This design comes from an exercise in tuning for small area on the open sky130 flow, not from production work.
RTL that was checked went through simulation tests only; none was proved equivalent to the original.
Power figures rest on the tool's default switching activity, not on a simulated workload.

== oak ==
==> module lab4_2, before the edit <==
module lab4_2(
			input[2:0] studentID,
			input[2:0] credit,
			input [1:0] mode,
			input  incTime,
			input CLK,
			input rst,
			output reg [4:0]  stime,
			output reg  [2:0] idOutput,
			output reg endOfListWar,
			output [3:0] studentCount,
			output reg  [6:0] totalCredits
	);
	reg [7:1] rg, rp;
	reg [5:0] R [1:7];
	reg [4:0] S [1:7];
	function [7:0] radd;
		input [7:0] a, b;
		input ci;
		input integer n;
		integer i;
		reg c;
		begin
			radd = 8'd0;
			c = ci;
			for (i = 0; i < 8; i = i + 1)
				if (i < n) begin
					radd[i] = a[i] ^ b[i] ^ c;
					c = (a[i] & b[i]) | (c & (a[i] ^ b[i]));
				end else if (i == n)
					radd[i] = c;
		end
	endfunction
	function [2:0] pop7;
		input [6:0] x;
		reg s1, c1, s2, c2, c3;
		begin
			s1 = x[0] ^ x[1] ^ x[2]; c1 = (x[0] & x[1]) | (x[2] & (x[0] ^ x[1]));
			s2 = x[3] ^ x[4] ^ x[5]; c2 = (x[3] & x[4]) | (x[5] & (x[3] ^ x[4]));
			pop7[0] = s1 ^ s2 ^ x[6]; c3 = (s1 & s2) | (x[6] & (s1 ^ s2));
			pop7[1] = c1 ^ c2 ^ c3;
			pop7[2] = (c1 & c2) | (c3 & (c1 ^ c2));
		end
	endfunction
	wire live = ~rst & ~incTime;
	wire m0 = live & (mode == 2'd0);
	wire m1 = live & (mode == 2'd1);
	wire m2 = live & (mode == 2'd2);
	wire m3 = live & (mode == 2'd3);
	wire sub = mode[0];      
	wire [5:0] opnd = {{3{sub}}, credit ^ {3{sub}}};
	reg [7:1] sel, spend, elig, big, low, updR, holdR, updS, holdS;
	reg [5:0] sum [1:7];
	reg [7:0] t;
	integer k;
	always @* begin
		for (k = 1; k <= 7; k = k + 1) begin
			t = radd({2'b0, R[k]}, {2'b0, opnd}, sub, 6);
			sum[k]   = t[5:0];
			sel[k]   = (studentID == k);
			spend[k] = sel[k] & rg[k] & t[6] & (|sum[k]);
			big[k]   = (S[k] > 4);
			elig[k]  = rg[k] & ~big[k];
			low[k]   = rg[k] & ~rp[k] & ~t[6];
			updR[k]  = (m1 & spend[k]) | (m2 & elig[k]);
			holdR[k] = ~rst & ~updR[k];
			updS[k]  = m1 & spend[k];
			holdS[k] = live & ~updS[k] & ~(m2 & big[k]);
		end
	end
	reg [4:0] Ssel;
	always @* begin
		Ssel = 5'd0;
		for (k = 1; k <= 7; k = k + 1)
			Ssel = Ssel | (S[k] & {5{sel[k]}});
	end
	wire [7:0] Sn = radd({3'b0, Ssel}, {5'b0, credit}, 1'b0, 5);
	wire [4:0] Snew = Sn[4:0];
	reg [7:1] win;
	reg [2:0] wid;
	always @* begin
		win = 7'd0;
		wid = 3'd0;
		for (k = 7; k >= 1; k = k - 1)
			if (low[k]) begin
				win = 7'd0;
				win[k] = 1'b1;
				wid = k;
			end
	end
	wire [2:0] N = pop7(elig);
	wire [5:0] P = ({3'b0, credit & {3{N[0]}}}) + ({2'b0, credit & {3{N[1]}}, 1'b0}) + ({1'b0, credit & {3{N[2]}}, 2'b0});
	wire anyspend = |spend;
	wire [6:0] tadd = mode[1] ? {1'b0, P} : {4'b1111, ~credit};
	wire [7:0] tn = radd({1'b0, totalCredits}, {1'b0, tadd}, ~mode[1], 7);
	assign studentCount = {1'b0, pop7(rg)};
	always @(posedge CLK) begin
		for (k = 1; k <= 7; k = k + 1) begin
			R[k] <= ({6{updR[k]}} & sum[k]) | ({6{holdR[k]}} & R[k]);
			S[k] <= ({5{updS[k]}} & Snew) | ({5{holdS[k]}} & S[k]);
		end
		if (rst) begin
			stime <= 0;
			idOutput <= 0;
			endOfListWar <= 0;
			totalCredits <= 0;
			rg <= 0;
			rp <= 0;
		end else if (incTime) begin
			stime <= (stime == 5'd23) ? 5'd0 : stime + 5'd1;
		end else begin
			if (mode == 2'd3) begin
				idOutput <= wid;
				if (~|low) endOfListWar <= 1'b1;
				rp <= rp | win;
			end else begin
				idOutput <= 0;
				endOfListWar <= 0;
				rp <= 0;
			end
			if (mode == 2'd0)
				rg <= rg | sel;
			if (mode == 2'd2 || (mode == 2'd1 && anyspend))
				totalCredits <= tn[6:0];
		end
	end
endmodule
clock: 12.0 ns
lec_check: 0
abc_area: 1
cap_margin: 0
core_margin: 2
core_utilization: 50
slew_margin: 0
standard.sh (not shown) runs the stock make flow with config.mk's settings and CLKGATE_MAP_FILE= SYNTH_SCRIPT=/design/flow/synth_recipe.tcl, a recipe that flattens the netlist after the stock synthesis.
==> flow/flow/run.sh <==
#!/bin/bash
# Own layout flow:
#  1. the standard synthesis, unchanged;
#  2. the combinational logic re-mapped for area with a few ABC scripts (registers, full-adder
#     and tie cells kept as they are); the smallest result that yosys proves equivalent to the
#     standard netlist is kept, else the standard netlist;
#  3. the rest of the standard layout, with the ports buffered by the smallest buffer and a
#     clock tree without dummy loads.
# Each tool's output goes to a log file of its own in this folder.
set -uo pipefail
WORK=$(pwd)
RES=$WORK/orfs/results/$FLOW_PLATFORM/lab4_2/base
YOSYS=yosys
if [[ -x $FLOW_HOME/../tools/install/yosys/bin/yosys ]]; then
  YOSYS=$FLOW_HOME/../tools/install/yosys/bin/yosys
fi

bash standard.sh synth > $WORK/flow_1_synth.log 2>&1 || exit 1

cp $RES/1_2_yosys.v $WORK/std.v
LIB=$FLOW_HOME/platforms/$FLOW_PLATFORM/lib/sky130_fd_sc_hd__tt_025C_1v80.lib
DU=$(sed -n '/DONT_USE_CELLS +=/,/^$/p' $FLOW_HOME/platforms/$FLOW_PLATFORM/config.mk \
  | grep -o 'sky130_fd_sc_hd__[A-Za-z0-9_]*' | sed 's/^/-dont_use /' | tr '\n' ' ')
mkdir -p $WORK/remap
for s in flow/abc_*.abc; do
  n=$(basename $s .abc)
  sed -e "s#@LIB@#$LIB#g" -e "s#@IN@#$WORK/std.v#g" -e "s#@OUT@#$WORK/remap/$n.v#g" \
      -e "s#@ABC@#$WORK/$s#g" -e "s#@DU@#$DU#g" flow/remap.ys > $WORK/remap/$n.ys
  ( $YOSYS -s $WORK/remap/$n.ys > $WORK/remap/$n.log 2>&1 ) &
done
wait
# smallest first
ls $WORK/remap/*.log | while read l; do
  a=$(grep "Chip area for top module" $l | tail -1 | awk '{print $NF}')
  [[ -n "$a" && -s ${l%.log}.v ]] && echo "$a ${l%.log}"
done | sort -g > $WORK/remap/areas.txt
cat $WORK/remap/areas.txt
chosen=""
while read a base; do
  sed -e "s#@LIB@#$LIB#g" -e "s#@GOLD@#$WORK/std.v#g" -e "s#@GATE@#$base.v#g" flow/equiv.ys > $base.eq.ys
  if timeout 900 $YOSYS -s $base.eq.ys > $base.eq.log 2>&1; then chosen=$base; break; fi
done < $WORK/remap/areas.txt
if [[ -n "$chosen" ]]; then
  echo "remap: using $chosen"
  cp $chosen.v $RES/1_2_yosys.v
  rm -f $RES/1_synth.odb $RES/1_synth.sdc
else
  echo "remap: none proven, keeping the standard netlist"
fi

bash standard.sh \
  "BUFFER_PORTS_ARGS=-buffer_cell sky130_fd_sc_hd__buf_1" \
  "CTS_ARGS=-sink_clustering_enable -repair_clock_nets -dont_use_dummy_load -buf_list sky130_fd_sc_hd__clkbuf_8" \
  finish > $WORK/flow_3_layout.log 2>&1
Other scripts of this flow, unchanged in this note and not shown: flow/flow/abc_amap.abc, flow/flow/abc_ds3_nf.abc, flow/flow/abc_ds_amap.abc, flow/flow/abc_ds_nf.abc, flow/flow/abc_nf.abc, flow/flow/equiv.ys, flow/flow/remap.ys
Modified inputs, pine compared to oak
--- a/flow/design.v
+++ b/flow/design.v
@@ -88,24 +88,22 @@
 				win[k] = 1'b1;
 				wid = k;
 			end
 	end
-	wire [2:0] N = pop7(elig);
+	wire [2:0] N = pop7(updR);
 	wire [5:0] P = ({3'b0, credit & {3{N[0]}}}) + ({2'b0, credit & {3{N[1]}}, 1'b0}) + ({1'b0, credit & {3{N[2]}}, 2'b0});
-	wire anyspend = |spend;
-	wire [6:0] tadd = mode[1] ? {1'b0, P} : {4'b1111, ~credit};
-	wire [7:0] tn = radd({1'b0, totalCredits}, {1'b0, tadd}, ~mode[1], 7);
+	wire [7:0] tn = radd({1'b0, totalCredits}, {1'b0, sub, P ^ {6{sub}}}, sub, 7);
 	assign studentCount = {1'b0, pop7(rg)};
 	always @(posedge CLK) begin
 		for (k = 1; k <= 7; k = k + 1) begin
 			R[k] <= ({6{updR[k]}} & sum[k]) | ({6{holdR[k]}} & R[k]);
 			S[k] <= ({5{updS[k]}} & Snew) | ({5{holdS[k]}} & S[k]);
 		end
+		totalCredits <= {7{~rst}} & tn[6:0];
 		if (rst) begin
 			stime <= 0;
 			idOutput <= 0;
 			endOfListWar <= 0;
-			totalCredits <= 0;
 			rg <= 0;
 			rp <= 0;
 		end else if (incTime) begin
 			stime <= (stime == 5'd23) ? 5'd0 : stime + 5'd1;
@@ -120,9 +118,7 @@
 				rp <= 0;
 			end
 			if (mode == 2'd0)
 				rg <= rg | sel;
-			if (mode == 2'd2 || (mode == 2'd1 && anyspend))
-				totalCredits <= tn[6:0];
 		end
 	end
 endmodule
Findings:
Summary of the comparison: number of global-route vias before repair is lower in pine, relative to oak. pine vs oak, cell area went up by about 0.8%. Relative to oak, met1 usage in global routing has increased by 1.6 points in pine. Looking at horizontal extent of the die, pine sits 0.61% below oak. On HPWL after detailed placement: between oak and pine, it ends up higher for oak. Diff oak -> pine | power dissipated in the clock network | decrease of about 3%.
The RTL of oak was laid out without a check of its function.

[re-timing with driven ports]
The flow's constraints put no driver on any port. The routed layouts listed below were extracted and timed again, unchanged, in two steps. Step 1 assumes that a clkbuf_16 drives the clock port and a buf_2 every other input. Step 2 adds t to the input delays and takes it off the output delays; t is the mean of the earliest and latest rising clock arrival at the registers after step 1. Input paths then give back, and output paths get back, about the clock's delay inside the block. a / b / c = ideal / step 1 / step 2; a / b = the first two.
| run | t, ns | setup WS [ns] | slew at the worst register clock pin (ns) | cell pins on the clock port's net |
|---|---|---|---|---|
| oak | 0.420 | 3.635 / 3.621 / 3.200 | 0.11 / 0.11 | 1 |
| pine | 0.412 | 1.011 / 1.015 / 0.603 | 0.10 / 0.10 | 1 |
After both steps every run listed still meets setup and hold. For oak, which loses most, drivers alone change the setup slack by -0.014 ns; drivers and shift together by -0.435 ns.
